What follows belongs to an exercise in optimizing a design on an open flow for small area, a short achievable clock period and few clock cycles per item; a production flow would make more cautious choices.
In this exercise RTL edits were held to simulation tests only and were not proved equivalent to the original.

P:
==> flow/design.v (excerpt) <==
module aes128_core(
	input          clk,
	input          rst_n,      
	input          start,      
	input          decrypt,    
	input  [127:0] key,        
	input  [127:0] data_in,    
	output         ready,      
	output         done,       
	output [127:0] data_out
	);
For scale: about 700 flip-flops, about 390 I/O pins, roughly 71000 µm² of cells after synthesis.
Settings: LEC_CHECK=0, ABC_AREA=1, CAP_MARGIN=20, CORE_MARGIN=2, CORE_UTILIZATION=40, SLEW_MARGIN=20; clock period 12.0 ns.
standard.sh (not shown) runs the stock make flow with config.mk's settings and CLKGATE_MAP_FILE= SYNTH_SCRIPT=/design/flow/synth_recipe.tcl, a recipe that flattens the netlist after the stock synthesis.
==> flow/flow/run.sh <==
#!/bin/bash
# Standard layout, with repair_timing asked to leave a setup margin and the
# port buffers made with buf_2 cells (the SDC, clock period and every other
# setting are unchanged). make's output goes to standard_make.log; ORFS keeps
# each step's log under orfs/logs.
set -euo pipefail
export SETUP_SLACK_MARGIN=7.85
export BUFFER_PORTS_ARGS="-buffer_cell sky130_fd_sc_hd__buf_2"
bash standard.sh > standard_make.log 2>&1
P completed; timing, DRC and antenna clean
Testbench counts of P, summed over its fixed seeds: cycles 5,144, items 512.
diff inputs: P => T
--- a/flow/design.v
+++ b/flow/design.v
@@ -190,16 +190,13 @@
 	reg  [127:0] ka, kb;         
 	reg  [31:0]  kfb;
 	reg  [127:0] out_q;
 	reg          busy_a, busy_b, dec_a, dec_b;
 	reg  [3:0]   r_a, r_b;       
 	reg          rdy_q, done_q;
-	reg  [3:0]   dec_ac, dec_bc, rdy_c;
-	wire [15:0]  dec_av = {{4{dec_ac[3]}}, {4{dec_ac[2]}}, {4{dec_ac[1]}}, {4{dec_ac[0]}}};
-	wire [15:0]  dec_bv = {{4{dec_bc[3]}}, {4{dec_bc[2]}}, {4{dec_bc[1]}}, {4{dec_bc[0]}}};
-	wire [15:0]  rdy_v  = {{4{rdy_c[3]}}, {4{rdy_c[2]}}, {4{rdy_c[1]}}, {4{rdy_c[0]}}};
+	reg  [15:0]  dec_av, dec_bv, rdy_v;
 	wire last_a = dec_a ? (r_a == 4'd1) : (r_a == 4'd10);
 	wire last_b = dec_b ? (r_b == 4'd1) : (r_b == 4'd10);
 	wire r_a1 = (r_a == 4'd1), r_a10 = (r_a == 4'd10);
 	wire r_b1 = (r_b == 4'd1), r_b10 = (r_b == 4'd10);
 	wire [15:0] last_bv;
 	assign ready    = rdy_q;
@@ -278,14 +275,14 @@
 		ka    <= ka_next;
 		kb    <= kc;
 		kfb   <= kf;
 		out_q <= x;     
 		dec_b <= dec_a;
 		r_b   <= r_a;
-		dec_bc <= dec_ac;
-		dec_ac <= rdy_c & {4{decrypt}} | ~rdy_c & dec_bc;
+		dec_bv <= dec_av;
+		dec_av <= rdy_v & {16{decrypt}} | ~rdy_v & dec_bv;
 		if (rdy_q) begin
 			dec_a <= decrypt;
 			r_a   <= decrypt ? 4'd10 : 4'd1;
 		end else begin
 			dec_a <= dec_b;
 			r_a   <= dec_b ? r_b - 4'd1 : r_b + 4'd1;
@@ -293,17 +290,17 @@
 	end
 	always @(posedge clk) begin
 		if (!rst_n) begin
 			busy_a <= 1'b0;
 			busy_b <= 1'b0;
 			rdy_q  <= 1'b1;
-			rdy_c  <= 4'hf;
+			rdy_v  <= 16'hffff;
 			done_q <= 1'b0;
 		end else begin
 			busy_a <= accept | (busy_b & ~last_b);
 			busy_b <= busy_a;
 			rdy_q  <= ~busy_a | last_a;
-			rdy_c  <= ~{4{busy_a}} | dec_ac & {4{r_a1}} | ~dec_ac & {4{r_a10}};
+			rdy_v  <= ~{16{busy_a}} | dec_av & {16{r_a1}} | ~dec_av & {16{r_a10}};
 			done_q <= busy_b & last_b;
 		end
 	end
 endmodule
Findings:
Run comparison: T top layer reached by signal wires met4; P top layer reached by signal wires met5
T vs P — synthesized-area fraction occupied by ao, oa, aoi and oai cells dropped 0.56 points.
T vs P, post-route worst setup slack went down by 0.0094 ns.
Number of cells on the critical path: T > P
Going from P to T, non-clock buffer count shrank by more than 10%.
P vs T, standard cell with the maximum stage delay on the critical path: xnor2_1 vs dfxtp_2
Number of vias after detailed routing in T vs P: up about 3.6%
Mean instance size in the synthesized netlist, P and T, higher one = P.
Across both runs, shortest clock period the worst path allows after layout was higher for T than for P.
Going from P to T, post-CTS setup buffer count decreased 12%, adder-cell share of the synthesized area neither gained nor lost much, worst max-slew margin expressed relative to the limit shows an increase of 0.81 points, post-synthesis to final-layout area growth -3.6 points.
Testbench counts of T, summed over its fixed seeds: cycles 5,144, items 512.

-- separate check: timing with driven ports --
In the flow no input, the clock included, has a driving cell. The finished layouts below were timed again as built, in two steps. Step 1: set_driving_cell puts a clkbuf_16 on clk and a buf_2 on each other input, an assumption about the parent block. Step 2, shift: input delay + t, output delay - t, t = (earliest + latest rising clock arrival at the registers) / 2. This alone moves slack from input paths to output paths. Slacks: no drivers / after step 1 / after step 2; pairs: no drivers / after step 1.
| run | t (ns) | setup WS [ns] | worst hold slack (ns) | clock arrival spread, ns | worst register clock-pin slew, ns |
|---|---|---|---|---|---|
| P | 0.819 | 7.891 / 7.895 / 7.076 | 0.372 / 0.372 / 0.372 | 0.056 / 0.055 | 0.08 / 0.08 |
| T | 0.834 | 7.881 / 7.881 / 7.421 | 0.362 / 0.362 / 0.362 | 0.050 / 0.050 | 0.07 / 0.07 |
After both steps every run listed still meets setup and hold. The setup slack of P, which loses most, moves by +0.004 ns with the drivers and by -0.815 ns with both steps.
